From an optimization exercise on the open Yosys and OpenROAD flow, aimed at small area; shortcuts taken in it are not production practice. The RTL was checked by simulation tests, not by an equivalence proof against the original design. Power and IR drop assume default switching activity.

**design/flow/run.sh**
```bash
#!/bin/bash
# synth_recipe.tcl (not shown) runs the flow's synth.tcl, then flattens the netlist and writes it again
# the make line also repeats each setting of config.mk as NAME=value (left out here)
make -C /OpenROAD-flow-scripts/flow DESIGN_CONFIG=/design/flow/config.mk WORK_HOME=/design/flow/orfs CLKGATE_MAP_FILE= SYNTH_SCRIPT=/design/flow/synth_recipe.tcl finish
```
**design/flow/config.mk**
```make
export PLATFORM = sky130hd
export DESIGN_NAME = timer
export DESIGN_NICKNAME = timer
export VERILOG_FILES = /design/flow/design.v
export SDC_FILE = /design/flow/constraint.sdc
export NUM_CORES = 4
export LEC_CHECK = 0
export CAP_MARGIN = 20
export CORE_MARGIN = 2
export CORE_UTILIZATION = 40
export PLACE_DENSITY = 0.6
export SLEW_MARGIN = 20
```
**design/flow/constraint.sdc**
```tcl
create_clock -name core_clock -period 10.0 [get_ports {clk}]
set_input_delay 2.0000 -clock core_clock [delete_from_list [all_inputs] [get_ports {clk}]]
set_output_delay 2.0000 -clock core_clock [all_outputs]
set_load 0.01 [all_outputs]
```
**design/flow/design.v**
```verilog
`timescale 1ns / 1ps
module sev_seg(
    input clk,
    input rst,
    input [3:0] binary_input_0,
    input [3:0] binary_input_1,
    input [3:0] binary_input_2,
    input [3:0] binary_input_3,
    output wire [3:0] IO_SSEG_SEL,  
    output wire [6:0] IO_SSEG  
);
    reg [1:0] current_LED;  
    reg [6:0] LED_out [0:3];   
    reg [18:0] counter;  
    parameter max_counter = 5;  
    wire [3:0] four_bit_data [0:3];   
    assign four_bit_data[0] = binary_input_0;
    assign four_bit_data[1] = binary_input_1;
    assign four_bit_data[2] = binary_input_2;
    assign four_bit_data[3] = binary_input_3;
    always @(posedge clk) begin
      if (rst) begin
        counter <= 0;
        current_LED <= 0;
        LED_out[0] <= 7'b0; LED_out[1] <= 7'b0; LED_out[2] <= 7'b0; LED_out[3] <= 7'b0;
      end else begin
        if (counter < max_counter) begin
            counter <= counter + 1;
        end else begin
            counter <= 0;
            current_LED <= current_LED + 1;
        end
        case (four_bit_data[current_LED])
            4'b0000: LED_out[current_LED] <= 7'b1000000;  
            4'b0001: LED_out[current_LED] <= 7'b1111001;  
            4'b0010: LED_out[current_LED] <= 7'b0100100;  
            4'b0011: LED_out[current_LED] <= 7'b0110000;  
            4'b0100: LED_out[current_LED] <= 7'b0011001;  
            4'b0101: LED_out[current_LED] <= 7'b0010010;  
            4'b0110: LED_out[current_LED] <= 7'b0000010;  
            4'b0111: LED_out[current_LED] <= 7'b1111000;  
            4'b1000: LED_out[current_LED] <= 7'b0000000;  
            4'b1001: LED_out[current_LED] <= 7'b0011000;  
        endcase
      end
    end
    assign IO_SSEG_SEL = (current_LED == 2'b00) ? 4'b1110 :
                         (current_LED == 2'b01) ? 4'b1101 :
                         (current_LED == 2'b10) ? 4'b1011 :
                         4'b0111;   
    assign IO_SSEG = LED_out[current_LED];
endmodule
`timescale 1ns / 1ps
module timer(
    input clk,                     
    input rst,                     
    input IO_BTN_C, IO_BTN_L, IO_BTN_R,  
    input [2:0] IO_SWITCH,         
    output wire [6:0] IO_SSEG,      
    output wire [3:0] IO_SSEG_SEL,  
    output reg [15:0] IO_LED       
);
    reg [31:0] counter;
    reg [31:0] blink_counter;  
    parameter max_counter = 1000;  
    parameter blink_rate = 250;    
    reg [5:0] Minutes, Seconds;
    reg [3:0] Digit_0, Digit_1, Digit_2, Digit_3;
    reg [1:0] timer_state;  
    reg blink_enable;       
    sev_seg U00(
        .clk(clk),
        .rst(rst),
        .binary_input_0(Digit_0),
        .binary_input_1(Digit_1),
        .binary_input_2(Digit_2),
        .binary_input_3(Digit_3),
        .IO_SSEG_SEL(IO_SSEG_SEL),  
        .IO_SSEG(IO_SSEG)           
    );
    always @(posedge clk) begin
      if (rst) begin
        counter <= 0;
        blink_counter <= 0;
        Minutes <= 0; Seconds <= 0;
        Digit_0 <= 0; Digit_1 <= 0; Digit_2 <= 0; Digit_3 <= 0;
        timer_state <= 0;
        blink_enable <= 0;
        IO_LED <= 16'b0;
      end else begin
        case (timer_state)
            2'b00: begin
                if (IO_BTN_L) begin
                    timer_state <= 2'b00;  
                end else if (IO_BTN_C) begin
                    timer_state <= 2'b01;  
                end
                if (IO_SWITCH[0]) begin
                    Minutes <= 1; Seconds <= 0;
                end else if (IO_SWITCH[1]) begin
                    Minutes <= 3; Seconds <= 0;
                end else if (IO_SWITCH[2]) begin
                    Minutes <= 5; Seconds <= 0;
                end else begin
                    Minutes <= 0; Seconds <= 0;
                end
                IO_LED <= 16'b0;  
                blink_enable <= 0;  
            end
            2'b01: begin
                if (IO_BTN_R) begin
                    timer_state <= 2'b10;  
                end else if (IO_BTN_L) begin
                    timer_state <= 2'b00;  
                end else if (counter < max_counter) begin
                    counter <= counter + 1;
                end else begin
                    counter <= 0;
                    if (Seconds > 0) begin
                        Seconds <= Seconds - 1;
                    end else if (Minutes > 0) begin
                        Minutes <= Minutes - 1;
                        Seconds <= 59;
                    end else begin
                        timer_state <= 2'b11;  
                    end
                end
            end
            2'b10: begin
                if (IO_BTN_C) begin
                    timer_state <= 2'b01;  
                end else if (IO_BTN_L) begin
                    timer_state <= 2'b00;  
                end
            end
            2'b11: begin
                if (IO_BTN_L) begin
                    timer_state <= 2'b00;  
                    IO_LED <= 16'b0;  
                end else begin
                    if (blink_counter < blink_rate) begin
                        blink_counter <= blink_counter + 1;
                    end else begin
                        blink_counter <= 0;
                        IO_LED <= ~IO_LED;  
                    end
                end
            end
        endcase
        Digit_0 <= Seconds % 10;
        Digit_1 <= Seconds / 10;
        Digit_2 <= Minutes % 10;
        Digit_3 <= Minutes / 10;
      end
    end
endmodule
```
==> qor_table.md <==
| Step | Parameter | Value |
|---|---|---|
| final layout | Antenna diode count | 0 |
| floorplan | Core outline area | 0.01718 sq mm |
| route | Average routed wire per standard cell | 14.14 microns |
| placement | Placer Congestion | 0.7648 |
| placement | Estimated wirelength of the detail-placed design | 10160 microns |
| global route | Pin count of the biggest net entering global routing | 51 |
| global route | Met3 track demand over resource in global routing | 3.281% |
| floorplan | Initial core utilization | 40.64% |
| sta | Final total negative setup slack | 0 ns |
| sta | Setup repair after global routing missed its margin | false |
| yosys | Synth Cell Area | 0.006980 sq mm |
| yosys | Register bit count reported by yosys | 159 |
| yosys | List of most frequent post-synthesis cells | 155 x nor2_1, 131 x dfxtp_1, 37 x a21oi_1 |
| global route | Global Route Usage Sum | 16.31% |
| sta | Slew Viols, Final | 0 |
| sta | Final count of negative-setup-slack endpoints | 0 |
| clock network | CTS H-Tree Depth | 4 |
| floorplan | Floorplan row count | 48 |
| yosys | Synthesized instance count | 747 |
| global route | Via count of the first global-routing pass | 5139 |
| clock network | Number of CTS-inserted buffers | 17 |
| global route | Initial antenna violation count | 0 |
| sta | Worst clock skew | 0.006045 ns |
| clock network | Num Clock Sinks | 159 |
| placement | # port buffers | 34 |
| route | 1st-iter DRT viols | 368 |
| sta | Period Utilization, post-route | 42.03% |
| yosys | Number of unique standard cell types used by synthesis | 67 |
| global route | GRT Max-Usage Layer | met2 |
| route | TritonRoute pass-1 iters | 5 |
| pwr | Leakage power total | 3.028 nW |
| clock network | Source-to-sink clock delay at the later pin of the worst-skew pair | 0.42 ns |
| route | Total number of vias | 5395 |
| clock network | Max Root-Sink Buffers | 2 |
| run status | Outcome | no timing/DRC/antenna violations |
| final layout | Layout overhead on the synthesized area | 15.95% |
| clock network | Clock tree from TritonCTS | built |
| setup path | Critical path data required time | 10.27 ns |
| setup path | Classification of the worst setup path | input pin to flop |
| sta | Max Fclk | 0.2379 GHz |
| yosys | Mean Syn Cell Area | 9.345 sq um |
| route | Post-route antenna net violation count | 0 |
| route | Post-detailed-route via-to-cell ratio | 5.284 |
| route | Remaining DRCs | 0 |
| floorplan | Ports placed on the boundary | 35 |
| flow run | Number of max-cap violations | 0 |
| floorplan | Die Width | 136.1 microns |
| setup path | Arrival time reported for the critical path endpoint | 4.47 ns |
| global route | Grt met2 use | 26.58% |
| clock network | Post-CTS setup buffers | 0 |
| global route | First-pass GRT wire length | 24260 microns |
| final layout | Fillers | 1655 |
| yosys | EDFF count, synth | 28 |
| global route | Met1 global-route usage | 21.03% |
| floorplan | Area of the die | 0.01852 sq mm |
| yosys | Top cell type's share of synthesized area | 37.57% |
| floorplan | Die span in y | 136.1 microns |
| yosys | Area leader, netlist | dfxtp_1 |
| global route | Remaining global-route overflow | 0 |
| yosys | Yosys warning count | 2 |
| final layout | Net count reported at finish | 812 |
| yosys | Top flip-flop cell by instance count after synthesis | dfxtp_1 |
| pwr | Highest ir drop seen on vdd | 0.0001228 V |
| clock network | Post-cts gate resize count | 0 |
| yosys | Cell with the most instances after synthesis | nor2_1 |
| sta | Slew of the pin with the lowest slew margin | 0.9443 ns |
| pwr | Power after layout | 1.386 mW |
| sta | Remaining max-slew budget at the tightest pin | 37.05% |
| sta | Minimum clock period after layout | 4.203 ns |
| pwr | Power Density | 171.2 mW/mm^2 |
| setup path | Highest fanout seen on the critical path | 28 |
| clock network | # hold bufs at CTS | 0 |
| setup path | Worst setup EP type | flop |
| final layout | Layout cell share with drive strength beyond 1 | 7.538% |
| yosys | Synth area leaders | dfxtp_1 38%, edfxtp_1 12%, nor2_1 8.3%, ha_1 3.8%, a21oi_1 2.7% |
| route | Sum of routed wire length over all layers | 14440 microns |
| setup path | CP Launch Type | input pin |
| yosys | Sequential fraction of the synthesis area | 49.61% |
| sta | Final hold viol count | 0 |
| yosys | Share of flip-flops with an asynchronous set or reset | 0% |
| clock network | Library cell used as clock root buffer | clkbuf_16 |
| clock network | Clock-pin transition on the worst setup and hold timing paths | 0.06 ns |
| min path | Hold Crit Class | flop to flop |
[report_power, final]
part	switching (mW)	total [mW]	internal (mW)
Combinational	0.0542	0.0921	0.0379
Sequential	0.0115	0.680	0.669
Clock	0.266	0.614	0.348
Total	0.331	1.39	1.05
[per-layer routing]
metal	wire length [microns]	share of wire, %
met1	6752	47
met2	6907	48
met3	487	3.4
met4	292	2.0
met5	0	0
[metrics by stage]
stage	util, %	hold slack, ns	instance area, sq um	std cells	worst slack, ns
2_1_floorplan	-	0.4139	7037	762	6.228
3_3_place_gp	43.81	0.4208	7525	989	5.173
3_5_place_dp	43.83	0.4460	7528	989	5.001
4_1_cts	47.11	0.4571	8092	1021	5.469
5_1_grt	47.12	0.4784	8094	1021	5.555
6_report	47.12	0.4520	8094	1021	5.797
[cells in the final DEF, fill, tap and decap left out, types with 8 or more instances in the layout]
master,n
conb_1,16
ha_1,21
mux2i_1,8
nand3_1,19
clkbuf_16,17
dfxtp_1,131
inv_1,36
nor4_1,20
edfxtp_1,28
and3_1,15
nand4_1,10
a21oi_1,36
o21a_1,8
nor3_1,16
xnor2_1,20
o21ai_0,17
nand2_1,24
nand2b_1,13
a31oi_1,20
xor2_1,12
nor2_1,155
a211oi_1,24
clkdlybuf4s50_1,33
[critical path: stages]
cell	delay [ns]
clkdlybuf4s50_1	0.54
and3b_2	0.37
nor2b_2	0.61
or2_1	0.82
nor2_1	0.12
[registers in the layout, indices dropped and copies added (netlist names), named ones only]
| signal | cells |
|---|---|
| U00.current_LED | 2 |
| Digit_1 | 3 |
| U00.counter | 19 |
| Digit_0 | 4 |
| blink_counter | 32 |
| counter | 32 |
| Digit_3 | 3 |
| Minutes | 6 |
| Digit_2 | 4 |
| IO_LED | 16 |
| U00.LED_out | 28 |
| Seconds | 6 |
| timer_state | 2 |
[final cells by class]
class | count | area (sq um) | area share [%]
inverters | 36 | 135.1 | 1.670
clock inverters | 13 | 130.1 | 1.608
clock buffers | 19 | 432.9 | 5.349
repair buffers | 36 | 350.3 | 4.328
flip-flops and latches | 159 | 3463 | 42.79
well taps | 225 | 281.5 | 3.478
multi-input cells | 533 | 3301 | 40.78
[kinds of logic (layout without fill, tap and decap cells)]
group | Yosys count | in the layout | share of synthesized area [%]
buffers and inverters | 70 | 104 | 3.997
other | 1 | 16 | 0.05372
muxes | 18 | 18 | 3.890
AOI/OAI and AO/OA | 134 | 134 | 12.51
adders and majority gates | 21 | 21 | 3.764
and+or+nand+nor | 312 | 312 | 22.15
DFF | 159 | 159 | 49.61
xor gates and xnor gates | 32 | 32 | 4.015
[final timing paths]
| kind | slack [ns] | end | cells after the start | start |
|---|---|---|---|---|
| setup / recovery | 5.80 | blink_counter[24]$_SDFFE_PP0P_ | 5 | IO_BTN_L |
| hold reg to reg | 0.45 | U00.counter[0]$_SDFF_PP0_ | 1 | U00.counter[0]$_SDFF_PP0_ |
| hold / removal | 0.45 | U00.counter[0]$_SDFF_PP0_ | 1 | U00.counter[0]$_SDFF_PP0_ |
| setup reg to reg | 6.84 | U00.LED_out[1][4]$_SDFFCE_PN0P_ | 8 | U00.current_LED[0]$_SDFFE_PP0N_ |

==> re-timing with driven ports <==
How much do the figures lean on ideal ports? The routed layout below was timed once more, with nothing changed but the port constraints. Step 1 assumes that a clkbuf_16 drives the clock port and a buf_2 every other input. Step 2 adds t to the input delays and takes it off the output delays; t is the mean of the earliest and latest rising clock arrival at the registers after step 1. Input paths then give back, and output paths get back, about the clock's delay inside the block. a / b / c = ideal / step 1 / step 2; a / b = the first two.
t (ns): 0.458
setup slack, ns: 5.797 / 5.803 / 5.345
cell pins on the clock port's net: 1
After both steps this run still meets setup and hold. The setup slack of this run moves by +0.006 ns with the drivers and by -0.452 ns with both steps.
